This is an optimization exercise on Yosys and OpenROAD, whose aim is small area, not a production implementation. In this exercise RTL edits were held to simulation tests only and were not proved equivalent to the original.

$ cat design/flow/run.sh
#!/bin/bash
# synth_recipe.tcl (not shown) runs the flow's synth.tcl, then flattens the netlist and writes it again
# the make line also repeats each setting of config.mk as NAME=value (left out here)
make -C /OpenROAD-flow-scripts/flow DESIGN_CONFIG=/design/flow/config.mk WORK_HOME=/design/flow/orfs CLKGATE_MAP_FILE= SYNTH_SCRIPT=/design/flow/synth_recipe.tcl finish
$ cat design/flow/config.mk
export PLATFORM = sky130hd
export DESIGN_NAME = MatrixMultiplier
export DESIGN_NICKNAME = MatrixMultiplier
export VERILOG_FILES = /design/flow/design.v
export SDC_FILE = /design/flow/constraint.sdc
export NUM_CORES = 4
export LEC_CHECK = 0
export CAP_MARGIN = 20
export CORE_MARGIN = 2
export CORE_UTILIZATION = 40
export SLEW_MARGIN = 20
export SYNTH_HIERARCHICAL = 1
$ cat design/flow/design.v
module mm_fa(input a, b, c, output s, co);
  assign s  = a ^ b ^ c;
  assign co = (a & b) | (c & (a ^ b));
endmodule
module mm_ha(input a, b, output s, co);
  assign s  = a ^ b;
  assign co = a & b;
endmodule
module MatrixMultiplier
    #(
        parameter WIDTH = 16
    )(
        input                            NRST,CLK,START,
        input      signed [WIDTH - 1: 0] A,B,
        output     signed [2*WIDTH  : 0] OUT,
        output                           OUT_STROBE
    );
  reg s1, s0;
  always @(posedge CLK or negedge NRST)
    if (!NRST) begin
      s1 <= 1'b0; s0 <= 1'b0;
    end else begin
      s1 <= s1 ^ s0;
      s0 <= s1 | (~s0 & START);
    end
  wire p1 = ~s1 & s0;
  assign OUT_STROBE = s1 & s0;
  reg [2*WIDTH:0] Q;
  wire [WIDTH-1:0] nA = ~A, nB = ~B;
  wire pp1 = nA[0] | nB[0];
  wire pp2 = nA[0] | nB[1];
  wire pp3 = nA[0] | nB[2];
  wire pp4 = nA[0] | nB[3];
  wire pp5 = nA[0] | nB[4];
  wire pp6 = nA[0] | nB[5];
  wire pp7 = nA[0] | nB[6];
  wire pp8 = nA[0] | nB[7];
  wire pp9 = nA[0] | nB[8];
  wire pp10 = nA[0] | nB[9];
  wire pp11 = nA[0] | nB[10];
  wire pp12 = nA[0] | nB[11];
  wire pp13 = nA[0] | nB[12];
  wire pp14 = nA[0] | nB[13];
  wire pp15 = nA[0] | nB[14];
  wire pp16 = A[0] & B[15];
  wire pp17 = nA[1] | nB[0];
  wire pp18 = nA[1] | nB[1];
  wire pp19 = nA[1] | nB[2];
  wire pp20 = nA[1] | nB[3];
  wire pp21 = nA[1] | nB[4];
  wire pp22 = nA[1] | nB[5];
  wire pp23 = nA[1] | nB[6];
  wire pp24 = nA[1] | nB[7];
  wire pp25 = nA[1] | nB[8];
  wire pp26 = nA[1] | nB[9];
  wire pp27 = nA[1] | nB[10];
  wire pp28 = nA[1] | nB[11];
  wire pp29 = nA[1] | nB[12];
  wire pp30 = nA[1] | nB[13];
  wire pp31 = nA[1] | nB[14];
  wire pp32 = A[1] & B[15];
  wire pp33 = nA[2] | nB[0];
  wire pp34 = nA[2] | nB[1];
  wire pp35 = nA[2] | nB[2];
  wire pp36 = nA[2] | nB[3];
  wire pp37 = nA[2] | nB[4];
  wire pp38 = nA[2] | nB[5];
  wire pp39 = nA[2] | nB[6];
  wire pp40 = nA[2] | nB[7];
  wire pp41 = nA[2] | nB[8];
  wire pp42 = nA[2] | nB[9];
  wire pp43 = nA[2] | nB[10];
  wire pp44 = nA[2] | nB[11];
  wire pp45 = nA[2] | nB[12];
  wire pp46 = nA[2] | nB[13];
  wire pp47 = nA[2] | nB[14];
  wire pp48 = A[2] & B[15];
  wire pp49 = nA[3] | nB[0];
  wire pp50 = nA[3] | nB[1];
  wire pp51 = nA[3] | nB[2];
  wire pp52 = nA[3] | nB[3];
  wire pp53 = nA[3] | nB[4];
  wire pp54 = nA[3] | nB[5];
  wire pp55 = nA[3] | nB[6];
  wire pp56 = nA[3] | nB[7];
  wire pp57 = nA[3] | nB[8];
  wire pp58 = nA[3] | nB[9];
  wire pp59 = nA[3] | nB[10];
  wire pp60 = nA[3] | nB[11];
  wire pp61 = nA[3] | nB[12];
  wire pp62 = nA[3] | nB[13];
  wire pp63 = nA[3] | nB[14];
  wire pp64 = A[3] & B[15];
  wire pp65 = nA[4] | nB[0];
  wire pp66 = nA[4] | nB[1];
  wire pp67 = nA[4] | nB[2];
  wire pp68 = nA[4] | nB[3];
  wire pp69 = nA[4] | nB[4];
  wire pp70 = nA[4] | nB[5];
  wire pp71 = nA[4] | nB[6];
  wire pp72 = nA[4] | nB[7];
  wire pp73 = nA[4] | nB[8];
  wire pp74 = nA[4] | nB[9];
  wire pp75 = nA[4] | nB[10];
  wire pp76 = nA[4] | nB[11];
  wire pp77 = nA[4] | nB[12];
  wire pp78 = nA[4] | nB[13];
  wire pp79 = nA[4] | nB[14];
  wire pp80 = A[4] & B[15];
  wire pp81 = nA[5] | nB[0];
  wire pp82 = nA[5] | nB[1];
  wire pp83 = nA[5] | nB[2];
  wire pp84 = nA[5] | nB[3];
  wire pp85 = nA[5] | nB[4];
  wire pp86 = nA[5] | nB[5];
  wire pp87 = nA[5] | nB[6];
  wire pp88 = nA[5] | nB[7];
  wire pp89 = nA[5] | nB[8];
  wire pp90 = nA[5] | nB[9];
  wire pp91 = nA[5] | nB[10];
  wire pp92 = nA[5] | nB[11];
  wire pp93 = nA[5] | nB[12];
  wire pp94 = nA[5] | nB[13];
  wire pp95 = nA[5] | nB[14];
  wire pp96 = A[5] & B[15];
  wire pp97 = nA[6] | nB[0];
  wire pp98 = nA[6] | nB[1];
  wire pp99 = nA[6] | nB[2];
  wire pp100 = nA[6] | nB[3];
  wire pp101 = nA[6] | nB[4];
  wire pp102 = nA[6] | nB[5];
  wire pp103 = nA[6] | nB[6];
  wire pp104 = nA[6] | nB[7];
  wire pp105 = nA[6] | nB[8];
  wire pp106 = nA[6] | nB[9];
  wire pp107 = nA[6] | nB[10];
  wire pp108 = nA[6] | nB[11];
  wire pp109 = nA[6] | nB[12];
  wire pp110 = nA[6] | nB[13];
  wire pp111 = nA[6] | nB[14];
  wire pp112 = A[6] & B[15];
  wire pp113 = nA[7] | nB[0];
  wire pp114 = nA[7] | nB[1];
  wire pp115 = nA[7] | nB[2];
  wire pp116 = nA[7] | nB[3];
  wire pp117 = nA[7] | nB[4];
  wire pp118 = nA[7] | nB[5];
  wire pp119 = nA[7] | nB[6];
  wire pp120 = nA[7] | nB[7];
  wire pp121 = nA[7] | nB[8];
  wire pp122 = nA[7] | nB[9];
  wire pp123 = nA[7] | nB[10];
  wire pp124 = nA[7] | nB[11];
  wire pp125 = nA[7] | nB[12];
  wire pp126 = nA[7] | nB[13];
  wire pp127 = nA[7] | nB[14];
  wire pp128 = A[7] & B[15];
  wire pp129 = nA[8] | nB[0];
  wire pp130 = nA[8] | nB[1];
  wire pp131 = nA[8] | nB[2];
  wire pp132 = nA[8] | nB[3];
  wire pp133 = nA[8] | nB[4];
  wire pp134 = nA[8] | nB[5];
  wire pp135 = nA[8] | nB[6];
  wire pp136 = nA[8] | nB[7];
  wire pp137 = nA[8] | nB[8];
  wire pp138 = nA[8] | nB[9];
  wire pp139 = nA[8] | nB[10];
  wire pp140 = nA[8] | nB[11];
  wire pp141 = nA[8] | nB[12];
  wire pp142 = nA[8] | nB[13];
  wire pp143 = nA[8] | nB[14];
  wire pp144 = A[8] & B[15];
  wire pp145 = nA[9] | nB[0];
  wire pp146 = nA[9] | nB[1];
  wire pp147 = nA[9] | nB[2];
  wire pp148 = nA[9] | nB[3];
  wire pp149 = nA[9] | nB[4];
  wire pp150 = nA[9] | nB[5];
  wire pp151 = nA[9] | nB[6];
  wire pp152 = nA[9] | nB[7];
  wire pp153 = nA[9] | nB[8];
  wire pp154 = nA[9] | nB[9];
  wire pp155 = nA[9] | nB[10];
  wire pp156 = nA[9] | nB[11];
  wire pp157 = nA[9] | nB[12];
  wire pp158 = nA[9] | nB[13];
  wire pp159 = nA[9] | nB[14];
  wire pp160 = A[9] & B[15];
  wire pp161 = nA[10] | nB[0];
  wire pp162 = nA[10] | nB[1];
  wire pp163 = nA[10] | nB[2];
  wire pp164 = nA[10] | nB[3];
  wire pp165 = nA[10] | nB[4];
  wire pp166 = nA[10] | nB[5];
  wire pp167 = nA[10] | nB[6];
  wire pp168 = nA[10] | nB[7];
  wire pp169 = nA[10] | nB[8];
  wire pp170 = nA[10] | nB[9];
  wire pp171 = nA[10] | nB[10];
  wire pp172 = nA[10] | nB[11];
  wire pp173 = nA[10] | nB[12];
  wire pp174 = nA[10] | nB[13];
  wire pp175 = nA[10] | nB[14];
  wire pp176 = A[10] & B[15];
  wire pp177 = nA[11] | nB[0];
  wire pp178 = nA[11] | nB[1];
  wire pp179 = nA[11] | nB[2];
  wire pp180 = nA[11] | nB[3];
  wire pp181 = nA[11] | nB[4];
  wire pp182 = nA[11] | nB[5];
  wire pp183 = nA[11] | nB[6];
  wire pp184 = nA[11] | nB[7];
  wire pp185 = nA[11] | nB[8];
  wire pp186 = nA[11] | nB[9];
  wire pp187 = nA[11] | nB[10];
  wire pp188 = nA[11] | nB[11];
  wire pp189 = nA[11] | nB[12];
  wire pp190 = nA[11] | nB[13];
  wire pp191 = nA[11] | nB[14];
  wire pp192 = A[11] & B[15];
  wire pp193 = nA[12] | nB[0];
  wire pp194 = nA[12] | nB[1];
  wire pp195 = nA[12] | nB[2];
  wire pp196 = nA[12] | nB[3];
  wire pp197 = nA[12] | nB[4];
  wire pp198 = nA[12] | nB[5];
  wire pp199 = nA[12] | nB[6];
  wire pp200 = nA[12] | nB[7];
  wire pp201 = nA[12] | nB[8];
  wire pp202 = nA[12] | nB[9];
  wire pp203 = nA[12] | nB[10];
  wire pp204 = nA[12] | nB[11];
  wire pp205 = nA[12] | nB[12];
  wire pp206 = nA[12] | nB[13];
  wire pp207 = nA[12] | nB[14];
  wire pp208 = A[12] & B[15];
  wire pp209 = nA[13] | nB[0];
  wire pp210 = nA[13] | nB[1];
  wire pp211 = nA[13] | nB[2];
  wire pp212 = nA[13] | nB[3];
  wire pp213 = nA[13] | nB[4];
  wire pp214 = nA[13] | nB[5];
  wire pp215 = nA[13] | nB[6];
  wire pp216 = nA[13] | nB[7];
  wire pp217 = nA[13] | nB[8];
  wire pp218 = nA[13] | nB[9];
  wire pp219 = nA[13] | nB[10];
  wire pp220 = nA[13] | nB[11];
  wire pp221 = nA[13] | nB[12];
  wire pp222 = nA[13] | nB[13];
  wire pp223 = nA[13] | nB[14];
  wire pp224 = A[13] & B[15];
  wire pp225 = nA[14] | nB[0];
  wire pp226 = nA[14] | nB[1];
  wire pp227 = nA[14] | nB[2];
  wire pp228 = nA[14] | nB[3];
  wire pp229 = nA[14] | nB[4];
  wire pp230 = nA[14] | nB[5];
  wire pp231 = nA[14] | nB[6];
  wire pp232 = nA[14] | nB[7];
  wire pp233 = nA[14] | nB[8];
  wire pp234 = nA[14] | nB[9];
  wire pp235 = nA[14] | nB[10];
  wire pp236 = nA[14] | nB[11];
  wire pp237 = nA[14] | nB[12];
  wire pp238 = nA[14] | nB[13];
  wire pp239 = nA[14] | nB[14];
  wire pp240 = A[14] & B[15];
  wire pp241 = A[15] & B[0];
  wire pp242 = A[15] & B[1];
  wire pp243 = A[15] & B[2];
  wire pp244 = A[15] & B[3];
  wire pp245 = A[15] & B[4];
  wire pp246 = A[15] & B[5];
  wire pp247 = A[15] & B[6];
  wire pp248 = A[15] & B[7];
  wire pp249 = A[15] & B[8];
  wire pp250 = A[15] & B[9];
  wire pp251 = A[15] & B[10];
  wire pp252 = A[15] & B[11];
  wire pp253 = A[15] & B[12];
  wire pp254 = A[15] & B[13];
  wire pp255 = A[15] & B[14];
  wire pp256 = nA[15] | nB[15];
  wire m257 = p1 | ~Q[0];
  wire m258 = ~(p1 | Q[1]);
  wire m259 = p1 | ~Q[2];
  wire m260 = p1 | ~Q[3];
  wire m261 = p1 | ~Q[4];
  wire m262 = p1 | ~Q[5];
  wire m263 = p1 | ~Q[6];
  wire m264 = p1 | ~Q[7];
  wire m265 = p1 | ~Q[8];
  wire m266 = p1 | ~Q[9];
  wire m267 = p1 | ~Q[10];
  wire m268 = p1 | ~Q[11];
  wire m269 = p1 | ~Q[12];
  wire m270 = p1 | ~Q[13];
  wire m271 = p1 | ~Q[14];
  wire m272 = p1 | ~Q[15];
  wire m273 = p1 | ~Q[16];
  wire m274 = ~(p1 | Q[17]);
  wire m275 = ~(p1 | Q[18]);
  wire m276 = ~(p1 | Q[19]);
  wire m277 = ~(p1 | Q[20]);
  wire m278 = ~(p1 | Q[21]);
  wire m279 = ~(p1 | Q[22]);
  wire m280 = ~(p1 | Q[23]);
  wire m281 = ~(p1 | Q[24]);
  wire m282 = ~(p1 | Q[25]);
  wire m283 = ~(p1 | Q[26]);
  wire m284 = ~(p1 | Q[27]);
  wire m285 = ~(p1 | Q[28]);
  wire m286 = ~(p1 | Q[29]);
  wire m287 = ~(p1 | Q[30]);
  wire m288 = ~(p1 | Q[31]);
  wire m289 = p1 | ~Q[32];
  wire s290, c291;
  mm_ha u_s290 (.a(m269), .b(pp103), .s(s290), .co(c291));
  wire s292, c293;
  mm_fa u_s292 (.a(m270), .b(pp104), .c(pp119), .s(s292), .co(c293));
  wire s294, c295;
  mm_ha u_s294 (.a(pp134), .b(pp14), .s(s294), .co(c295));
  wire s296, c297;
  mm_fa u_s296 (.a(m271), .b(pp105), .c(pp120), .s(s296), .co(c297));
  wire s298, c299;
  mm_fa u_s298 (.a(pp135), .b(pp15), .c(pp150), .s(s298), .co(c299));
  wire s300, c301;
  mm_ha u_s300 (.a(pp165), .b(pp180), .s(s300), .co(c301));
  wire s302, c303;
  mm_fa u_s302 (.a(m272), .b(pp106), .c(pp121), .s(s302), .co(c303));
  wire s304, c305;
  mm_fa u_s304 (.a(pp136), .b(pp151), .c(pp16), .s(s304), .co(c305));
  wire s306, c307;
  mm_fa u_s306 (.a(pp166), .b(pp181), .c(pp196), .s(s306), .co(c307));
  wire s308, c309;
  mm_ha u_s308 (.a(pp211), .b(pp226), .s(s308), .co(c309));
  wire s310, c311;
  mm_fa u_s310 (.a(m273), .b(pp107), .c(pp122), .s(s310), .co(c311));
  wire s312, c313;
  mm_fa u_s312 (.a(pp137), .b(pp152), .c(pp167), .s(s312), .co(c313));
  wire s314, c315;
  mm_fa u_s314 (.a(pp182), .b(pp197), .c(pp212), .s(s314), .co(c315));
  wire s316, c317;
  mm_ha u_s316 (.a(pp227), .b(pp242), .s(s316), .co(c317));
  wire s318, c319;
  mm_fa u_s318 (.a(m274), .b(pp108), .c(pp123), .s(s318), .co(c319));
  wire s320, c321;
  mm_fa u_s320 (.a(pp138), .b(pp153), .c(pp168), .s(s320), .co(c321));
  wire s322, c323;
  mm_fa u_s322 (.a(pp183), .b(pp198), .c(pp213), .s(s322), .co(c323));
  wire s324, c325;
  mm_fa u_s324 (.a(m275), .b(pp109), .c(pp124), .s(s324), .co(c325));
  wire s326, c327;
  mm_fa u_s326 (.a(pp139), .b(pp154), .c(pp169), .s(s326), .co(c327));
  wire s328, c329;
  mm_fa u_s328 (.a(m276), .b(pp110), .c(pp125), .s(s328), .co(c329));
  wire s330, c331;
  mm_ha u_s330 (.a(m265), .b(pp114), .s(s330), .co(c331));
  wire s332, c333;
  mm_fa u_s332 (.a(m266), .b(pp10), .c(pp100), .s(s332), .co(c333));
  wire s334, c335;
  mm_ha u_s334 (.a(pp115), .b(pp130), .s(s334), .co(c335));
  wire s336, c337;
  mm_fa u_s336 (.a(m267), .b(pp101), .c(pp11), .s(s336), .co(c337));
  wire s338, c339;
  mm_fa u_s338 (.a(pp116), .b(pp131), .c(pp146), .s(s338), .co(c339));
  wire s340, c341;
  mm_ha u_s340 (.a(pp161), .b(pp26), .s(s340), .co(c341));
  wire s342, c343;
  mm_fa u_s342 (.a(m268), .b(pp102), .c(pp117), .s(s342), .co(c343));
  wire s344, c345;
  mm_fa u_s344 (.a(pp12), .b(pp132), .c(pp147), .s(s344), .co(c345));
  wire s346, c347;
  mm_fa u_s346 (.a(pp162), .b(pp177), .c(pp27), .s(s346), .co(c347));
  wire s348, c349;
  mm_ha u_s348 (.a(pp42), .b(pp57), .s(s348), .co(c349));
  wire s350, c351;
  mm_fa u_s350 (.a(pp118), .b(pp13), .c(pp133), .s(s350), .co(c351));
  wire s352, c353;
  mm_fa u_s352 (.a(pp148), .b(pp163), .c(pp178), .s(s352), .co(c353));
  wire s354, c355;
  mm_fa u_s354 (.a(pp193), .b(pp28), .c(pp43), .s(s354), .co(c355));
  wire s356, c357;
  mm_fa u_s356 (.a(pp58), .b(pp73), .c(pp88), .s(s356), .co(c357));
  wire s358, c359;
  mm_fa u_s358 (.a(pp149), .b(pp164), .c(pp179), .s(s358), .co(c359));
  wire s360, c361;
  mm_fa u_s360 (.a(pp194), .b(pp209), .c(pp29), .s(s360), .co(c361));
  wire s362, c363;
  mm_fa u_s362 (.a(pp44), .b(pp59), .c(pp74), .s(s362), .co(c363));
  wire s364, c365;
  mm_fa u_s364 (.a(pp89), .b(c291), .c(s294), .s(s364), .co(c365));
  wire s366, c367;
  mm_fa u_s366 (.a(pp195), .b(pp210), .c(pp225), .s(s366), .co(c367));
  wire s368, c369;
  mm_fa u_s368 (.a(pp30), .b(pp45), .c(pp60), .s(s368), .co(c369));
  wire s370, c371;
  mm_fa u_s370 (.a(pp75), .b(pp90), .c(c295), .s(s370), .co(c371));
  wire s372, c373;
  mm_fa u_s372 (.a(s300), .b(c293), .c(s296), .s(s372), .co(c373));
  wire s374, c375;
  mm_fa u_s374 (.a(pp241), .b(pp31), .c(pp46), .s(s374), .co(c375));
  wire s376, c377;
  mm_fa u_s376 (.a(pp61), .b(pp76), .c(pp91), .s(s376), .co(c377));
  wire s378, c379;
  mm_fa u_s378 (.a(c301), .b(s308), .c(c297), .s(s378), .co(c379));
  wire s380, c381;
  mm_fa u_s380 (.a(c299), .b(s302), .c(s304), .s(s380), .co(c381));
  wire s382, c383;
  mm_fa u_s382 (.a(pp32), .b(pp47), .c(pp62), .s(s382), .co(c383));
  wire s384, c385;
  mm_fa u_s384 (.a(pp77), .b(pp92), .c(c309), .s(s384), .co(c385));
  wire s386, c387;
  mm_fa u_s386 (.a(s316), .b(c303), .c(c305), .s(s386), .co(c387));
  wire s388, c389;
  mm_fa u_s388 (.a(c307), .b(s310), .c(s312), .s(s388), .co(c389));
  wire s390, c391;
  mm_fa u_s390 (.a(pp228), .b(pp243), .c(pp48), .s(s390), .co(c391));
  wire s392, c393;
  mm_fa u_s392 (.a(pp63), .b(pp78), .c(pp93), .s(s392), .co(c393));
  wire s394, c395;
  mm_fa u_s394 (.a(c317), .b(c311), .c(c313), .s(s394), .co(c395));
  wire s396, c397;
  mm_fa u_s396 (.a(c315), .b(s318), .c(s320), .s(s396), .co(c397));
  wire s398, c399;
  mm_fa u_s398 (.a(pp184), .b(pp199), .c(pp214), .s(s398), .co(c399));
  wire s400, c401;
  mm_fa u_s400 (.a(pp229), .b(pp244), .c(pp64), .s(s400), .co(c401));
  wire s402, c403;
  mm_fa u_s402 (.a(pp79), .b(pp94), .c(c319), .s(s402), .co(c403));
  wire s404, c405;
  mm_fa u_s404 (.a(c321), .b(c323), .c(s324), .s(s404), .co(c405));
  wire s406, c407;
  mm_fa u_s406 (.a(pp140), .b(pp155), .c(pp170), .s(s406), .co(c407));
  wire s408, c409;
  mm_fa u_s408 (.a(pp185), .b(pp200), .c(pp215), .s(s408), .co(c409));
  wire s410, c411;
  mm_fa u_s410 (.a(pp230), .b(pp245), .c(pp80), .s(s410), .co(c411));
  wire s412, c413;
  mm_fa u_s412 (.a(pp95), .b(c325), .c(c327), .s(s412), .co(c413));
  wire s414, c415;
  mm_fa u_s414 (.a(m277), .b(pp111), .c(pp126), .s(s414), .co(c415));
  wire s416, c417;
  mm_fa u_s416 (.a(pp141), .b(pp156), .c(pp171), .s(s416), .co(c417));
  wire s418, c419;
  mm_fa u_s418 (.a(pp186), .b(pp201), .c(pp216), .s(s418), .co(c419));
  wire s420, c421;
  mm_fa u_s420 (.a(pp231), .b(pp246), .c(pp96), .s(s420), .co(c421));
  wire s422, c423;
  mm_fa u_s422 (.a(m278), .b(pp112), .c(pp127), .s(s422), .co(c423));
  wire s424, c425;
  mm_fa u_s424 (.a(pp142), .b(pp157), .c(pp172), .s(s424), .co(c425));
  wire s426, c427;
  mm_fa u_s426 (.a(pp187), .b(pp202), .c(pp217), .s(s426), .co(c427));
  wire s428, c429;
  mm_fa u_s428 (.a(m279), .b(pp128), .c(pp143), .s(s428), .co(c429));
  wire s430, c431;
  mm_fa u_s430 (.a(pp158), .b(pp173), .c(pp188), .s(s430), .co(c431));
  wire s432, c433;
  mm_fa u_s432 (.a(m280), .b(pp144), .c(pp159), .s(s432), .co(c433));
  wire s434, c435;
  mm_ha u_s434 (.a(m262), .b(pp21), .s(s434), .co(c435));
  wire s436, c437;
  mm_fa u_s436 (.a(m263), .b(pp22), .c(pp37), .s(s436), .co(c437));
  wire s438, c439;
  mm_ha u_s438 (.a(pp52), .b(pp67), .s(s438), .co(c439));
  wire s440, c441;
  mm_fa u_s440 (.a(m264), .b(pp113), .c(pp23), .s(s440), .co(c441));
  wire s442, c443;
  mm_fa u_s442 (.a(pp38), .b(pp53), .c(pp68), .s(s442), .co(c443));
  wire s444, c445;
  mm_ha u_s444 (.a(pp8), .b(pp83), .s(s444), .co(c445));
  wire s446, c447;
  mm_fa u_s446 (.a(pp129), .b(pp24), .c(pp39), .s(s446), .co(c447));
  wire s448, c449;
  mm_fa u_s448 (.a(pp54), .b(pp69), .c(pp84), .s(s448), .co(c449));
  wire s450, c451;
  mm_fa u_s450 (.a(pp9), .b(pp99), .c(s330), .s(s450), .co(c451));
  wire s452, c453;
  mm_fa u_s452 (.a(pp145), .b(pp25), .c(pp40), .s(s452), .co(c453));
  wire s454, c455;
  mm_fa u_s454 (.a(pp55), .b(pp70), .c(pp85), .s(s454), .co(c455));
  wire s456, c457;
  mm_fa u_s456 (.a(c331), .b(s334), .c(s332), .s(s456), .co(c457));
  wire s458, c459;
  mm_fa u_s458 (.a(pp41), .b(pp56), .c(pp71), .s(s458), .co(c459));
  wire s460, c461;
  mm_fa u_s460 (.a(pp86), .b(c335), .c(s340), .s(s460), .co(c461));
  wire s462, c463;
  mm_fa u_s462 (.a(c333), .b(s336), .c(s338), .s(s462), .co(c463));
  wire s464, c465;
  mm_fa u_s464 (.a(pp72), .b(pp87), .c(c341), .s(s464), .co(c465));
  wire s466, c467;
  mm_fa u_s466 (.a(s348), .b(c337), .c(c339), .s(s466), .co(c467));
  wire s468, c469;
  mm_fa u_s468 (.a(s342), .b(s344), .c(s346), .s(s468), .co(c469));
  wire s470, c471;
  mm_fa u_s470 (.a(c349), .b(s290), .c(c343), .s(s470), .co(c471));
  wire s472, c473;
  mm_fa u_s472 (.a(c345), .b(c347), .c(s350), .s(s472), .co(c473));
  wire s474, c475;
  mm_fa u_s474 (.a(s352), .b(s354), .c(s356), .s(s474), .co(c475));
  wire s476, c477;
  mm_fa u_s476 (.a(c351), .b(c353), .c(c355), .s(s476), .co(c477));
  wire s478, c479;
  mm_fa u_s478 (.a(c357), .b(s292), .c(s358), .s(s478), .co(c479));
  wire s480, c481;
  mm_fa u_s480 (.a(s360), .b(s362), .c(s364), .s(s480), .co(c481));
  wire s482, c483;
  mm_fa u_s482 (.a(c359), .b(c361), .c(c363), .s(s482), .co(c483));
  wire s484, c485;
  mm_fa u_s484 (.a(s298), .b(s366), .c(s368), .s(s484), .co(c485));
  wire s486, c487;
  mm_fa u_s486 (.a(c365), .b(s370), .c(s372), .s(s486), .co(c487));
  wire s488, c489;
  mm_fa u_s488 (.a(c367), .b(c369), .c(s306), .s(s488), .co(c489));
  wire s490, c491;
  mm_fa u_s490 (.a(s374), .b(s376), .c(c371), .s(s490), .co(c491));
  wire s492, c493;
  mm_fa u_s492 (.a(c373), .b(s378), .c(s380), .s(s492), .co(c493));
  wire s494, c495;
  mm_fa u_s494 (.a(c375), .b(c377), .c(s314), .s(s494), .co(c495));
  wire s496, c497;
  mm_fa u_s496 (.a(s382), .b(s384), .c(c379), .s(s496), .co(c497));
  wire s498, c499;
  mm_fa u_s498 (.a(c381), .b(s386), .c(s388), .s(s498), .co(c499));
  wire s500, c501;
  mm_fa u_s500 (.a(c383), .b(s322), .c(s390), .s(s500), .co(c501));
  wire s502, c503;
  mm_fa u_s502 (.a(s392), .b(c385), .c(c387), .s(s502), .co(c503));
  wire s504, c505;
  mm_fa u_s504 (.a(c389), .b(s394), .c(s396), .s(s504), .co(c505));
  wire s506, c507;
  mm_fa u_s506 (.a(c391), .b(c393), .c(s326), .s(s506), .co(c507));
  wire s508, c509;
  mm_fa u_s508 (.a(s398), .b(s400), .c(c395), .s(s508), .co(c509));
  wire s510, c511;
  mm_fa u_s510 (.a(c397), .b(s402), .c(s404), .s(s510), .co(c511));
  wire s512, c513;
  mm_fa u_s512 (.a(c399), .b(c401), .c(s328), .s(s512), .co(c513));
  wire s514, c515;
  mm_fa u_s514 (.a(s406), .b(s408), .c(s410), .s(s514), .co(c515));
  wire s516, c517;
  mm_fa u_s516 (.a(c403), .b(c405), .c(s412), .s(s516), .co(c517));
  wire s518, c519;
  mm_fa u_s518 (.a(c329), .b(c407), .c(c409), .s(s518), .co(c519));
  wire s520, c521;
  mm_fa u_s520 (.a(c411), .b(s414), .c(s416), .s(s520), .co(c521));
  wire s522, c523;
  mm_fa u_s522 (.a(s418), .b(s420), .c(c413), .s(s522), .co(c523));
  wire s524, c525;
  mm_fa u_s524 (.a(pp232), .b(pp247), .c(c415), .s(s524), .co(c525));
  wire s526, c527;
  mm_fa u_s526 (.a(c417), .b(c419), .c(c421), .s(s526), .co(c527));
  wire s528, c529;
  mm_fa u_s528 (.a(s422), .b(s424), .c(s426), .s(s528), .co(c529));
  wire s530, c531;
  mm_fa u_s530 (.a(pp203), .b(pp218), .c(pp233), .s(s530), .co(c531));
  wire s532, c533;
  mm_fa u_s532 (.a(pp248), .b(c423), .c(c425), .s(s532), .co(c533));
  wire s534, c535;
  mm_fa u_s534 (.a(c427), .b(s428), .c(s430), .s(s534), .co(c535));
  wire s536, c537;
  mm_fa u_s536 (.a(pp174), .b(pp189), .c(pp204), .s(s536), .co(c537));
  wire s538, c539;
  mm_fa u_s538 (.a(pp219), .b(pp234), .c(pp249), .s(s538), .co(c539));
  wire s540, c541;
  mm_fa u_s540 (.a(c429), .b(c431), .c(s432), .s(s540), .co(c541));
  wire s542, c543;
  mm_fa u_s542 (.a(m281), .b(pp160), .c(pp175), .s(s542), .co(c543));
  wire s544, c545;
  mm_fa u_s544 (.a(pp190), .b(pp205), .c(pp220), .s(s544), .co(c545));
  wire s546, c547;
  mm_fa u_s546 (.a(pp235), .b(pp250), .c(c433), .s(s546), .co(c547));
  wire s548, c549;
  mm_fa u_s548 (.a(m282), .b(pp176), .c(pp191), .s(s548), .co(c549));
  wire s550, c551;
  mm_fa u_s550 (.a(pp206), .b(pp221), .c(pp236), .s(s550), .co(c551));
  wire s552, c553;
  mm_fa u_s552 (.a(m283), .b(pp192), .c(pp207), .s(s552), .co(c553));
  wire s554, c555;
  mm_ha u_s554 (.a(m260), .b(pp19), .s(s554), .co(c555));
  wire s556, c557;
  mm_fa u_s556 (.a(m261), .b(pp20), .c(pp35), .s(s556), .co(c557));
  wire s558, c559;
  mm_ha u_s558 (.a(pp5), .b(pp50), .s(s558), .co(c559));
  wire s560, c561;
  mm_fa u_s560 (.a(pp36), .b(pp51), .c(pp6), .s(s560), .co(c561));
  wire s562, c563;
  mm_fa u_s562 (.a(pp66), .b(pp81), .c(s434), .s(s562), .co(c563));
  wire s564, c565;
  mm_fa u_s564 (.a(pp7), .b(pp82), .c(pp97), .s(s564), .co(c565));
  wire s566, c567;
  mm_fa u_s566 (.a(c435), .b(s438), .c(s436), .s(s566), .co(c567));
  wire s568, c569;
  mm_fa u_s568 (.a(pp98), .b(c439), .c(s444), .s(s568), .co(c569));
  wire s570, c571;
  mm_fa u_s570 (.a(c437), .b(s440), .c(s442), .s(s570), .co(c571));
  wire s572, c573;
  mm_fa u_s572 (.a(c445), .b(c441), .c(c443), .s(s572), .co(c573));
  wire s574, c575;
  mm_fa u_s574 (.a(s446), .b(s448), .c(s450), .s(s574), .co(c575));
  wire s576, c577;
  mm_fa u_s576 (.a(c447), .b(c449), .c(s452), .s(s576), .co(c577));
  wire s578, c579;
  mm_fa u_s578 (.a(s454), .b(c451), .c(s456), .s(s578), .co(c579));
  wire s580, c581;
  mm_fa u_s580 (.a(c453), .b(c455), .c(s458), .s(s580), .co(c581));
  wire s582, c583;
  mm_fa u_s582 (.a(s460), .b(c457), .c(s462), .s(s582), .co(c583));
  wire s584, c585;
  mm_fa u_s584 (.a(c459), .b(c461), .c(s464), .s(s584), .co(c585));
  wire s586, c587;
  mm_fa u_s586 (.a(c463), .b(s466), .c(s468), .s(s586), .co(c587));
  wire s588, c589;
  mm_fa u_s588 (.a(c465), .b(c467), .c(c469), .s(s588), .co(c589));
  wire s590, c591;
  mm_fa u_s590 (.a(s470), .b(s472), .c(s474), .s(s590), .co(c591));
  wire s592, c593;
  mm_fa u_s592 (.a(c471), .b(c473), .c(c475), .s(s592), .co(c593));
  wire s594, c595;
  mm_fa u_s594 (.a(s476), .b(s478), .c(s480), .s(s594), .co(c595));
  wire s596, c597;
  mm_fa u_s596 (.a(c477), .b(c479), .c(s482), .s(s596), .co(c597));
  wire s598, c599;
  mm_fa u_s598 (.a(s484), .b(c481), .c(s486), .s(s598), .co(c599));
  wire s600, c601;
  mm_fa u_s600 (.a(c483), .b(c485), .c(s488), .s(s600), .co(c601));
  wire s602, c603;
  mm_fa u_s602 (.a(s490), .b(c487), .c(s492), .s(s602), .co(c603));
  wire s604, c605;
  mm_fa u_s604 (.a(c489), .b(s494), .c(c491), .s(s604), .co(c605));
  wire s606, c607;
  mm_fa u_s606 (.a(s496), .b(c493), .c(s498), .s(s606), .co(c607));
  wire s608, c609;
  mm_fa u_s608 (.a(c495), .b(s500), .c(c497), .s(s608), .co(c609));
  wire s610, c611;
  mm_fa u_s610 (.a(s502), .b(c499), .c(s504), .s(s610), .co(c611));
  wire s612, c613;
  mm_fa u_s612 (.a(c501), .b(s506), .c(c503), .s(s612), .co(c613));
  wire s614, c615;
  mm_fa u_s614 (.a(s508), .b(c505), .c(s510), .s(s614), .co(c615));
  wire s616, c617;
  mm_fa u_s616 (.a(c507), .b(s512), .c(s514), .s(s616), .co(c617));
  wire s618, c619;
  mm_fa u_s618 (.a(c509), .b(c511), .c(s516), .s(s618), .co(c619));
  wire s620, c621;
  mm_fa u_s620 (.a(c513), .b(c515), .c(s518), .s(s620), .co(c621));
  wire s622, c623;
  mm_fa u_s622 (.a(s520), .b(c517), .c(s522), .s(s622), .co(c623));
  wire s624, c625;
  mm_fa u_s624 (.a(c519), .b(c521), .c(s524), .s(s624), .co(c625));
  wire s626, c627;
  mm_fa u_s626 (.a(s526), .b(s528), .c(c523), .s(s626), .co(c627));
  wire s628, c629;
  mm_fa u_s628 (.a(s530), .b(c525), .c(c527), .s(s628), .co(c629));
  wire s630, c631;
  mm_fa u_s630 (.a(c529), .b(s532), .c(s534), .s(s630), .co(c631));
  wire s632, c633;
  mm_fa u_s632 (.a(c531), .b(s536), .c(s538), .s(s632), .co(c633));
  wire s634, c635;
  mm_fa u_s634 (.a(c533), .b(c535), .c(s540), .s(s634), .co(c635));
  wire s636, c637;
  mm_fa u_s636 (.a(c537), .b(c539), .c(s542), .s(s636), .co(c637));
  wire s638, c639;
  mm_fa u_s638 (.a(s544), .b(c541), .c(s546), .s(s638), .co(c639));
  wire s640, c641;
  mm_fa u_s640 (.a(pp251), .b(c543), .c(c545), .s(s640), .co(c641));
  wire s642, c643;
  mm_fa u_s642 (.a(s548), .b(s550), .c(c547), .s(s642), .co(c643));
  wire s644, c645;
  mm_fa u_s644 (.a(pp222), .b(pp237), .c(pp252), .s(s644), .co(c645));
  wire s646, c647;
  mm_fa u_s646 (.a(c549), .b(c551), .c(s552), .s(s646), .co(c647));
  wire s648, c649;
  mm_fa u_s648 (.a(m284), .b(pp208), .c(pp223), .s(s648), .co(c649));
  wire s650, c651;
  mm_fa u_s650 (.a(pp238), .b(pp253), .c(c553), .s(s650), .co(c651));
  wire s652, c653;
  mm_fa u_s652 (.a(m285), .b(pp224), .c(pp239), .s(s652), .co(c653));
  wire s654, c655;
  mm_ha u_s654 (.a(m259), .b(pp18), .s(s654), .co(c655));
  wire s656, c657;
  mm_fa u_s656 (.a(pp34), .b(pp4), .c(pp49), .s(s656), .co(c657));
  wire s658, c659;
  mm_fa u_s658 (.a(pp65), .b(c555), .c(s558), .s(s658), .co(c659));
  wire s660, c661;
  mm_fa u_s660 (.a(c559), .b(c557), .c(s560), .s(s660), .co(c661));
  wire s662, c663;
  mm_fa u_s662 (.a(c561), .b(s564), .c(c563), .s(s662), .co(c663));
  wire s664, c665;
  mm_fa u_s664 (.a(c565), .b(s568), .c(c567), .s(s664), .co(c665));
  wire s666, c667;
  mm_fa u_s666 (.a(c569), .b(c571), .c(s572), .s(s666), .co(c667));
  wire s668, c669;
  mm_fa u_s668 (.a(c573), .b(s576), .c(c575), .s(s668), .co(c669));
  wire s670, c671;
  mm_fa u_s670 (.a(c577), .b(s580), .c(c579), .s(s670), .co(c671));
  wire s672, c673;
  mm_fa u_s672 (.a(c581), .b(s584), .c(c583), .s(s672), .co(c673));
  wire s674, c675;
  mm_fa u_s674 (.a(c585), .b(c587), .c(s588), .s(s674), .co(c675));
  wire s676, c677;
  mm_fa u_s676 (.a(c589), .b(c591), .c(s592), .s(s676), .co(c677));
  wire s678, c679;
  mm_fa u_s678 (.a(c593), .b(s596), .c(c595), .s(s678), .co(c679));
  wire s680, c681;
  mm_fa u_s680 (.a(c597), .b(s600), .c(c599), .s(s680), .co(c681));
  wire s682, c683;
  mm_fa u_s682 (.a(c601), .b(s604), .c(c603), .s(s682), .co(c683));
  wire s684, c685;
  mm_fa u_s684 (.a(c605), .b(s608), .c(c607), .s(s684), .co(c685));
  wire s686, c687;
  mm_fa u_s686 (.a(c609), .b(s612), .c(c611), .s(s686), .co(c687));
  wire s688, c689;
  mm_fa u_s688 (.a(s616), .b(c613), .c(c615), .s(s688), .co(c689));
  wire s690, c691;
  mm_fa u_s690 (.a(c617), .b(s620), .c(c619), .s(s690), .co(c691));
  wire s692, c693;
  mm_fa u_s692 (.a(c621), .b(s624), .c(c623), .s(s692), .co(c693));
  wire s694, c695;
  mm_fa u_s694 (.a(c625), .b(s628), .c(s630), .s(s694), .co(c695));
  wire s696, c697;
  mm_fa u_s696 (.a(s632), .b(c629), .c(c631), .s(s696), .co(c697));
  wire s698, c699;
  mm_fa u_s698 (.a(c633), .b(s636), .c(c635), .s(s698), .co(c699));
  wire s700, c701;
  mm_fa u_s700 (.a(c637), .b(s640), .c(c639), .s(s700), .co(c701));
  wire s702, c703;
  mm_fa u_s702 (.a(s644), .b(c641), .c(s646), .s(s702), .co(c703));
  wire s704, c705;
  mm_fa u_s704 (.a(c645), .b(s648), .c(c647), .s(s704), .co(c705));
  wire s706, c707;
  mm_fa u_s706 (.a(pp254), .b(c649), .c(s652), .s(s706), .co(c707));
  wire s708, c709;
  mm_fa u_s708 (.a(m286), .b(pp240), .c(pp255), .s(s708), .co(c709));
  wire s710, c711;
  mm_ha u_s710 (.a(m258), .b(pp17), .s(s710), .co(c711));
  wire s712, c713;
  mm_fa u_s712 (.a(pp3), .b(pp33), .c(s654), .s(s712), .co(c713));
  wire s714, c715;
  mm_fa u_s714 (.a(c655), .b(s554), .c(s656), .s(s714), .co(c715));
  wire s716, c717;
  mm_fa u_s716 (.a(c657), .b(s556), .c(s658), .s(s716), .co(c717));
  wire s718, c719;
  mm_fa u_s718 (.a(c659), .b(s562), .c(s660), .s(s718), .co(c719));
  wire s720, c721;
  mm_fa u_s720 (.a(c661), .b(s566), .c(s662), .s(s720), .co(c721));
  wire s722, c723;
  mm_fa u_s722 (.a(s570), .b(c663), .c(s664), .s(s722), .co(c723));
  wire s724, c725;
  mm_fa u_s724 (.a(s574), .b(c665), .c(s666), .s(s724), .co(c725));
  wire s726, c727;
  mm_fa u_s726 (.a(c667), .b(s578), .c(s668), .s(s726), .co(c727));
  wire s728, c729;
  mm_fa u_s728 (.a(s582), .b(c669), .c(s670), .s(s728), .co(c729));
  wire s730, c731;
  mm_fa u_s730 (.a(s586), .b(c671), .c(s672), .s(s730), .co(c731));
  wire s732, c733;
  mm_fa u_s732 (.a(s590), .b(c673), .c(s674), .s(s732), .co(c733));
  wire s734, c735;
  mm_fa u_s734 (.a(s594), .b(c675), .c(s676), .s(s734), .co(c735));
  wire s736, c737;
  mm_fa u_s736 (.a(c677), .b(s598), .c(s678), .s(s736), .co(c737));
  wire s738, c739;
  mm_fa u_s738 (.a(s602), .b(c679), .c(s680), .s(s738), .co(c739));
  wire s740, c741;
  mm_fa u_s740 (.a(s606), .b(c681), .c(s682), .s(s740), .co(c741));
  wire s742, c743;
  mm_fa u_s742 (.a(s610), .b(c683), .c(s684), .s(s742), .co(c743));
  wire s744, c745;
  mm_fa u_s744 (.a(s614), .b(c685), .c(s686), .s(s744), .co(c745));
  wire s746, c747;
  mm_fa u_s746 (.a(s618), .b(c687), .c(s688), .s(s746), .co(c747));
  wire s748, c749;
  mm_fa u_s748 (.a(s622), .b(c689), .c(s690), .s(s748), .co(c749));
  wire s750, c751;
  mm_fa u_s750 (.a(s626), .b(c691), .c(s692), .s(s750), .co(c751));
  wire s752, c753;
  mm_fa u_s752 (.a(c627), .b(s694), .c(c693), .s(s752), .co(c753));
  wire s754, c755;
  mm_fa u_s754 (.a(s634), .b(c695), .c(s696), .s(s754), .co(c755));
  wire s756, c757;
  mm_fa u_s756 (.a(s638), .b(c697), .c(s698), .s(s756), .co(c757));
  wire s758, c759;
  mm_fa u_s758 (.a(s642), .b(c699), .c(s700), .s(s758), .co(c759));
  wire s760, c761;
  mm_fa u_s760 (.a(c643), .b(s702), .c(c701), .s(s760), .co(c761));
  wire s762, c763;
  mm_fa u_s762 (.a(s650), .b(c703), .c(s704), .s(s762), .co(c763));
  wire s764, c765;
  mm_fa u_s764 (.a(c651), .b(s706), .c(c705), .s(s764), .co(c765));
  wire s766, c767;
  mm_fa u_s766 (.a(c653), .b(s708), .c(c707), .s(s766), .co(c767));
  wire s768, c769;
  mm_fa u_s768 (.a(m287), .b(pp256), .c(c709), .s(s768), .co(c769));
  wire s770, c771;
  mm_ha u_s770 (.a(m257), .b(pp1), .s(s770), .co(c771));
  wire s772, c773;
  mm_ha u_s772 (.a(s710), .b(pp2), .s(s772), .co(c773));
  wire s774, c775;
  mm_ha u_s774 (.a(c711), .b(s712), .s(s774), .co(c775));
  wire s776, c777;
  mm_ha u_s776 (.a(c713), .b(s714), .s(s776), .co(c777));
  wire s778, c779;
  mm_ha u_s778 (.a(c715), .b(s716), .s(s778), .co(c779));
  wire s780, c781;
  mm_ha u_s780 (.a(c717), .b(s718), .s(s780), .co(c781));
  wire s782, c783;
  mm_ha u_s782 (.a(c719), .b(s720), .s(s782), .co(c783));
  wire s784, c785;
  mm_ha u_s784 (.a(c721), .b(s722), .s(s784), .co(c785));
  wire s786, c787;
  mm_ha u_s786 (.a(c723), .b(s724), .s(s786), .co(c787));
  wire s788, c789;
  mm_ha u_s788 (.a(c725), .b(s726), .s(s788), .co(c789));
  wire s790, c791;
  mm_ha u_s790 (.a(c727), .b(s728), .s(s790), .co(c791));
  wire s792, c793;
  mm_ha u_s792 (.a(c729), .b(s730), .s(s792), .co(c793));
  wire s794, c795;
  mm_ha u_s794 (.a(c731), .b(s732), .s(s794), .co(c795));
  wire s796, c797;
  mm_ha u_s796 (.a(c733), .b(s734), .s(s796), .co(c797));
  wire s798, c799;
  mm_ha u_s798 (.a(c735), .b(s736), .s(s798), .co(c799));
  wire s800, c801;
  mm_ha u_s800 (.a(c737), .b(s738), .s(s800), .co(c801));
  wire s802, c803;
  mm_ha u_s802 (.a(c739), .b(s740), .s(s802), .co(c803));
  wire s804, c805;
  mm_ha u_s804 (.a(c741), .b(s742), .s(s804), .co(c805));
  wire s806, c807;
  mm_ha u_s806 (.a(c743), .b(s744), .s(s806), .co(c807));
  wire s808, c809;
  mm_ha u_s808 (.a(c745), .b(s746), .s(s808), .co(c809));
  wire s810, c811;
  mm_ha u_s810 (.a(c747), .b(s748), .s(s810), .co(c811));
  wire s812, c813;
  mm_ha u_s812 (.a(c749), .b(s750), .s(s812), .co(c813));
  wire s814, c815;
  mm_ha u_s814 (.a(c751), .b(s752), .s(s814), .co(c815));
  wire s816, c817;
  mm_ha u_s816 (.a(c753), .b(s754), .s(s816), .co(c817));
  wire s818, c819;
  mm_ha u_s818 (.a(c755), .b(s756), .s(s818), .co(c819));
  wire s820, c821;
  mm_ha u_s820 (.a(c757), .b(s758), .s(s820), .co(c821));
  wire s822, c823;
  mm_ha u_s822 (.a(c759), .b(s760), .s(s822), .co(c823));
  wire s824, c825;
  mm_ha u_s824 (.a(c761), .b(s762), .s(s824), .co(c825));
  wire s826, c827;
  mm_ha u_s826 (.a(c763), .b(s764), .s(s826), .co(c827));
  wire s828, c829;
  mm_ha u_s828 (.a(c765), .b(s766), .s(s828), .co(c829));
  wire s830, c831;
  mm_ha u_s830 (.a(c767), .b(s768), .s(s830), .co(c831));
  wire s832, c833;
  mm_ha u_s832 (.a(c769), .b(m288), .s(s832), .co(c833));
  wire G834 = c773 | (s772 & c771);
  wire G835 = c777 | (s776 & c775);
  wire P836 = s776 & s774;
  wire G837 = c781 | (s780 & c779);
  wire P838 = s780 & s778;
  wire G839 = c785 | (s784 & c783);
  wire P840 = s784 & s782;
  wire G841 = c789 | (s788 & c787);
  wire P842 = s788 & s786;
  wire G843 = c793 | (s792 & c791);
  wire P844 = s792 & s790;
  wire G845 = c797 | (s796 & c795);
  wire P846 = s796 & s794;
  wire G847 = c801 | (s800 & c799);
  wire P848 = s800 & s798;
  wire G849 = c805 | (s804 & c803);
  wire P850 = s804 & s802;
  wire G851 = c809 | (s808 & c807);
  wire P852 = s808 & s806;
  wire G853 = c813 | (s812 & c811);
  wire P854 = s812 & s810;
  wire G855 = c817 | (s816 & c815);
  wire P856 = s816 & s814;
  wire G857 = c821 | (s820 & c819);
  wire P858 = s820 & s818;
  wire G859 = c825 | (s824 & c823);
  wire P860 = s824 & s822;
  wire G861 = c829 | (s828 & c827);
  wire P862 = s828 & s826;
  wire G863 = c833 | (s832 & c831);
  wire P864 = s832 & s830;
  wire G865 = c775 | (s774 & G834);
  wire G866 = G835 | (P836 & G834);
  wire G867 = c783 | (s782 & G837);
  wire P868 = s782 & P838;
  wire G869 = G839 | (P840 & G837);
  wire P870 = P840 & P838;
  wire G871 = c791 | (s790 & G841);
  wire P872 = s790 & P842;
  wire G873 = G843 | (P844 & G841);
  wire P874 = P844 & P842;
  wire G875 = c799 | (s798 & G845);
  wire P876 = s798 & P846;
  wire G877 = G847 | (P848 & G845);
  wire P878 = P848 & P846;
  wire G879 = c807 | (s806 & G849);
  wire P880 = s806 & P850;
  wire G881 = G851 | (P852 & G849);
  wire P882 = P852 & P850;
  wire G883 = c815 | (s814 & G853);
  wire P884 = s814 & P854;
  wire G885 = G855 | (P856 & G853);
  wire P886 = P856 & P854;
  wire G887 = c823 | (s822 & G857);
  wire P888 = s822 & P858;
  wire G889 = G859 | (P860 & G857);
  wire P890 = P860 & P858;
  wire G891 = c831 | (s830 & G861);
  wire P892 = s830 & P862;
  wire G893 = G863 | (P864 & G861);
  wire P894 = P864 & P862;
  wire G895 = c779 | (s778 & G866);
  wire G896 = G837 | (P838 & G866);
  wire G897 = G867 | (P868 & G866);
  wire G898 = G869 | (P870 & G866);
  wire G899 = c795 | (s794 & G873);
  wire P900 = s794 & P874;
  wire G901 = G845 | (P846 & G873);
  wire P902 = P846 & P874;
  wire G903 = G875 | (P876 & G873);
  wire P904 = P876 & P874;
  wire G905 = G877 | (P878 & G873);
  wire P906 = P878 & P874;
  wire G907 = c811 | (s810 & G881);
  wire P908 = s810 & P882;
  wire G909 = G853 | (P854 & G881);
  wire P910 = P854 & P882;
  wire G911 = G883 | (P884 & G881);
  wire P912 = P884 & P882;
  wire G913 = G885 | (P886 & G881);
  wire P914 = P886 & P882;
  wire G915 = c827 | (s826 & G889);
  wire P916 = s826 & P890;
  wire G917 = G861 | (P862 & G889);
  wire P918 = P862 & P890;
  wire G919 = G891 | (P892 & G889);
  wire P920 = P892 & P890;
  wire G921 = G893 | (P894 & G889);
  wire P922 = P894 & P890;
  wire G923 = c787 | (s786 & G898);
  wire G924 = G841 | (P842 & G898);
  wire G925 = G871 | (P872 & G898);
  wire G926 = G873 | (P874 & G898);
  wire G927 = G899 | (P900 & G898);
  wire G928 = G901 | (P902 & G898);
  wire G929 = G903 | (P904 & G898);
  wire G930 = G905 | (P906 & G898);
  wire G931 = c819 | (s818 & G913);
  wire P932 = s818 & P914;
  wire G933 = G857 | (P858 & G913);
  wire P934 = P858 & P914;
  wire G935 = G887 | (P888 & G913);
  wire P936 = P888 & P914;
  wire G937 = G889 | (P890 & G913);
  wire P938 = P890 & P914;
  wire G939 = G915 | (P916 & G913);
  wire P940 = P916 & P914;
  wire G941 = G917 | (P918 & G913);
  wire P942 = P918 & P914;
  wire G943 = G919 | (P920 & G913);
  wire P944 = P920 & P914;
  wire G945 = G921 | (P922 & G913);
  wire P946 = P922 & P914;
  wire G947 = c803 | (s802 & G930);
  wire G948 = G849 | (P850 & G930);
  wire G949 = G879 | (P880 & G930);
  wire G950 = G881 | (P882 & G930);
  wire G951 = G907 | (P908 & G930);
  wire G952 = G909 | (P910 & G930);
  wire G953 = G911 | (P912 & G930);
  wire G954 = G913 | (P914 & G930);
  wire G955 = G931 | (P932 & G930);
  wire G956 = G933 | (P934 & G930);
  wire G957 = G935 | (P936 & G930);
  wire G958 = G937 | (P938 & G930);
  wire G959 = G939 | (P940 & G930);
  wire G960 = G941 | (P942 & G930);
  wire G961 = G943 | (P944 & G930);
  wire G962 = G945 | (P946 & G930);
  wire G963 = 1'b0 | (m289 & G962);
  wire S964 = s772 ^ c771;
  wire S965 = s774 ^ G834;
  wire S966 = s776 ^ G865;
  wire S967 = s778 ^ G866;
  wire S968 = s780 ^ G895;
  wire S969 = s782 ^ G896;
  wire S970 = s784 ^ G897;
  wire S971 = s786 ^ G898;
  wire S972 = s788 ^ G923;
  wire S973 = s790 ^ G924;
  wire S974 = s792 ^ G925;
  wire S975 = s794 ^ G926;
  wire S976 = s796 ^ G927;
  wire S977 = s798 ^ G928;
  wire S978 = s800 ^ G929;
  wire S979 = s802 ^ G930;
  wire S980 = s804 ^ G947;
  wire S981 = s806 ^ G948;
  wire S982 = s808 ^ G949;
  wire S983 = s810 ^ G950;
  wire S984 = s812 ^ G951;
  wire S985 = s814 ^ G952;
  wire S986 = s816 ^ G953;
  wire S987 = s818 ^ G954;
  wire S988 = s820 ^ G955;
  wire S989 = s822 ^ G956;
  wire S990 = s824 ^ G957;
  wire S991 = s826 ^ G958;
  wire S992 = s828 ^ G959;
  wire S993 = s830 ^ G960;
  wire S994 = s832 ^ G961;
  wire S995 = m289 ^ G962;
  wire [2*WIDTH:0] S = {S995, S994, S993, S992, S991, S990, S989, S988, S987, S986, S985, S984, S983, S982, S981, S980, S979, S978, S977, S976, S975, S974, S973, S972, S971, S970, S969, S968, S967, S966, S965, S964, s770};
  always @(posedge CLK)
    Q <= ~S;
  assign OUT = Q;
endmodule
$ cat design/flow/constraint.sdc
create_clock -name core_clock -period 7.5 [get_ports {CLK}]
set_input_delay 1.5000 -clock core_clock [delete_from_list [all_inputs] [get_ports {CLK}]]
set_output_delay 1.5000 -clock core_clock [all_outputs]
set_load 0.01 [all_outputs]
==> run notes <==
## metal layers
layer  GRT usage [%]  vias up  share of wire [%]
met5               0        -                  0
met4           7.260        0                2.8
met3           3.323       41                6.2
met2           40.63      256                 50
met1           31.76     3144                 41
li1                -     2637                  -
## final timing paths
path / slack [ns] / from / endpoint / cells past startpoint
min: 0.50 / s0 / s0 / 1
max in group asynchronous: 6.03 / NRST / s1 / 1
max: 0.58 / A[6] / Q[32] / 17
max reg2reg: 1.64 / s1 / Q[25] / 18
min reg2reg: 0.50 / s0 / s0 / 1
min in group asynchronous: 1.35 / NRST / s0 / 1
## Yosys stat by module, one instance, submodules excluded
module	cells	times used	cell area, µm²	flops+latches
mm_fa	1	224	20.02	0
MatrixMultiplier	512	1	3107	35
mm_ha	1	48	12.51	0
## flip-flops by register name (all words and copies together), names as in the netlist
name and count:
Q 33, s0 1, s1 1
## worst register-to-register path: cells and delay by family (launching register included)
family / cells / cell delay (ns)
DFF: 1 / 0.36
xor gates and xnor gates: 1 / 0.16
adders and majority gates: 8 / 3.41
buffers and inverters: 2 / 0.31
AOI/OAI and AO/OA: 4 / 0.97
and+or+nand+nor: 3 / 0.58
## cell families (layout without fill, tap and decap cells)
kind of cell    count (synthesis)  count (layout)  synth area share (%)
simple gates                  344             344                 18.08
fa+ha+maj                     279             279                 63.14
compound gates                 53              53                 5.254
buf+inv                        50             140                 2.383
flops                          35              35                 8.676
xor+xnor                       23              23                 2.459
## cell type report
cell class                      count  area (µm²)  area share [%]
Inverter                           14       52.55          0.5458
Multi-Input combinational cell    699        7286           75.67
Clock inverter                      3       47.55          0.4938
Timing Repair Buffer              118        1069           11.10
Sequential cell                    35       710.7           7.381
Clock buffer                        5       125.1           1.300
Tap cell                          270       337.8           3.509
## cell usage after synthesis, drive strengths merged, types with 2 or more instances
| cell type | n |
|---|---|
| a211oi | 3 |
| o21a | 2 |
| o211ai | 3 |
| a21boi | 3 |
| nand2 | 243 |
| xnor2 | 13 |
| or3 | 2 |
| xor2 | 10 |
| nand3 | 3 |
| or2 | 4 |
| o21ai | 8 |
| nand2b | 21 |
| a21o | 5 |
| inv | 14 |
| dfrtp | 2 |
| a31oi | 2 |
| o31ai | 2 |
| dfxtp | 33 |
| nand4 | 2 |
| and2 | 30 |
| ha | 55 |
| fa | 224 |
| o21bai | 3 |
| nor2b | 3 |
| nor2 | 28 |
| clkbuf | 35 |
| nor3 | 4 |
| a21oi | 16 |
## through the flow
stage                     std cells  instance area [µm²]  utilization (%)
final                          1144                 9628            47.74
after global routing           1144                 9628            47.74
after CTS                      1144                 9628            47.74
after detailed placement       1136                 9455            46.88
after global placement         1136                 9455            46.88
after floorplan                 784                 8192                -
==> flow_summary.yaml <==
synth:
  synth-edff-count: 0
  synth_seq_cells: 35
  syn_area_mm2: 0.008192
  ys.flop_type: "dfxtp_1"
  synth_area_leaders: "fa_1 (55%), nand2_1 (11%), ha_1 (8.4%), dfxtp_1 (8.1%), and2_1 (2.3%)"
  yosysWarnings: 7
  syn_area_per_cell_um2: 10.45
  synth_top_cell_by_area: "fa_1"
  synth.distinct_cells: 48
  synthCells: 784
  synthesis.nets: 1098
  synth_top_area_share_pct: 54.74
  async_reset_ff_share_pct: 5.714
  synth-seq-area-share_pct: 8.676
critical_path:
  setup.worst_path.start_class: "input port"
  crit_fanout: 8
  cp_top_family: "adder cells"
  cpMostUsedCell: "fa_1"
  critPathCaptureType: "register"
  crit_required_ns: 7.69
  path_buf_inv: 2
  cp.arrival_ns: 7.12
  worstPathCellList: "clkdlybuf4s50_1 -> buf_4 -> nand2_1 -> fa_1 -> fa_1 -> fa_1 -> fa_1 -> fa_1 -> fa_1 -> ha_1 -> a21oi_1 -> o211ai_1 -> nand2_1 -> a21oi_1 -> o311ai_4 -> o21ai_1 -> xnor2_1"
  max_stage_delay_ns: 0.79
  crit_path_top_delay_cell: "clkdlybuf4s50_1"
  path_class: "input port to register"
worst_hold_path:
  hold_path.class: "register to register"
die:
  row_count: 52
  io_pins: 69
  die_w_um: 147.1
  initial_core_util_pct: 40.61
  coreArea_mm2: 0.02017
  die-area_mm2: 0.02164
  die_h_um: 147.1
cts:
  cts_tree: "built"
  clk_latency_ns: 0.31
  root_buffer: "clkbuf_16"
  cts.clk_slew.worst_paths_ns: 0.07
  cts_resized: 0
  hold_buffers: 0
  post_cts_buffers: 0
  numCtsBuffers: 5
  h-tree-depth: 2
  clockBufferDepth: 2
  clkSinkCount: 35
place:
  pre_cts_slack_ns: 0.3122
  gp_congestion: 0.9035
  io_buffers: 68
  hpwl_um: 19900
finish:
  diodes: 0
  syn_to_final_growth_pct: 17.53
  drive_gt1_share_pct: 8.581
  finalNetCount: 1187
  layout_common_cells: "nand2_1 (243), fa_1 (224), clkdlybuf4s50_1 (68), ha_1 (55), buf_4 (49)"
  fill_cells: 1970
  final_common_cell: "nand2_1"
routing:
  drcViolationCount: 0
  firstDrtPassIters: 5
  vias: 6078
  wirelength_um: 24290
  ant_nets: 0
  drtIter0Drc: 471
  via_per_inst: 5.313
  wire_per_inst_um: 21.23
status:
  status: "complete, no violations"
timing:
  rsz0062_at_grt: "false"
  hold_violations: 0
  post-route-period-util_pct: 92.31
  tightest_slew_ns: 0.6497
  slew_headroom_pct: 56.55
  slew_violations: 0
  hold_slack_ns: 0.5048
  fmax_ghz: 0.1444
  setup_ws_ns: 0.5770
  setup_viol: 0
  setup_tns_ns: 0
  skew_ns: 0.01147
  min_period_ns: 6.923
global_routing:
  grt_usage_pct: 23.80
  antenna_found_initial: 0
  overflow: 0
  grt_pass1_vias: 6915
  grt_max_degree: 34
  grt_pass1_wl_um: 38620
flow_run:
  maxCapViolations: 0

[separate check: timing with driven ports]
In the flow no input, the clock included, has a driving cell. The finished layout below was timed again as built, in two steps. Step 1 (the two cells are an assumption about what drives the block):
set clk [get_ports {CLK}]
set_driving_cell -lib_cell sky130_fd_sc_hd__clkbuf_16 $clk
set_driving_cell -lib_cell sky130_fd_sc_hd__buf_2 [delete_from_list [all_inputs] $clk]
Step 2 also shifts input and output timing later by t, the mid clock arrival at the registers, as if the neighbouring blocks saw the same clock. Slacks: ideal / step 1 / step 2; pairs: ideal / step 1.
shift t [ns]: 0.347
slack for setup (ns): 0.577 / 0.602 / 0.255
slew at the worst register clock pin (ns): 0.08 / 0.08
worst slew at a driven data input, ns: 0.04
After both steps setup and hold are still met in this run. For this run, drivers alone change the setup slack by +0.025 ns; drivers and shift together by -0.322 ns.
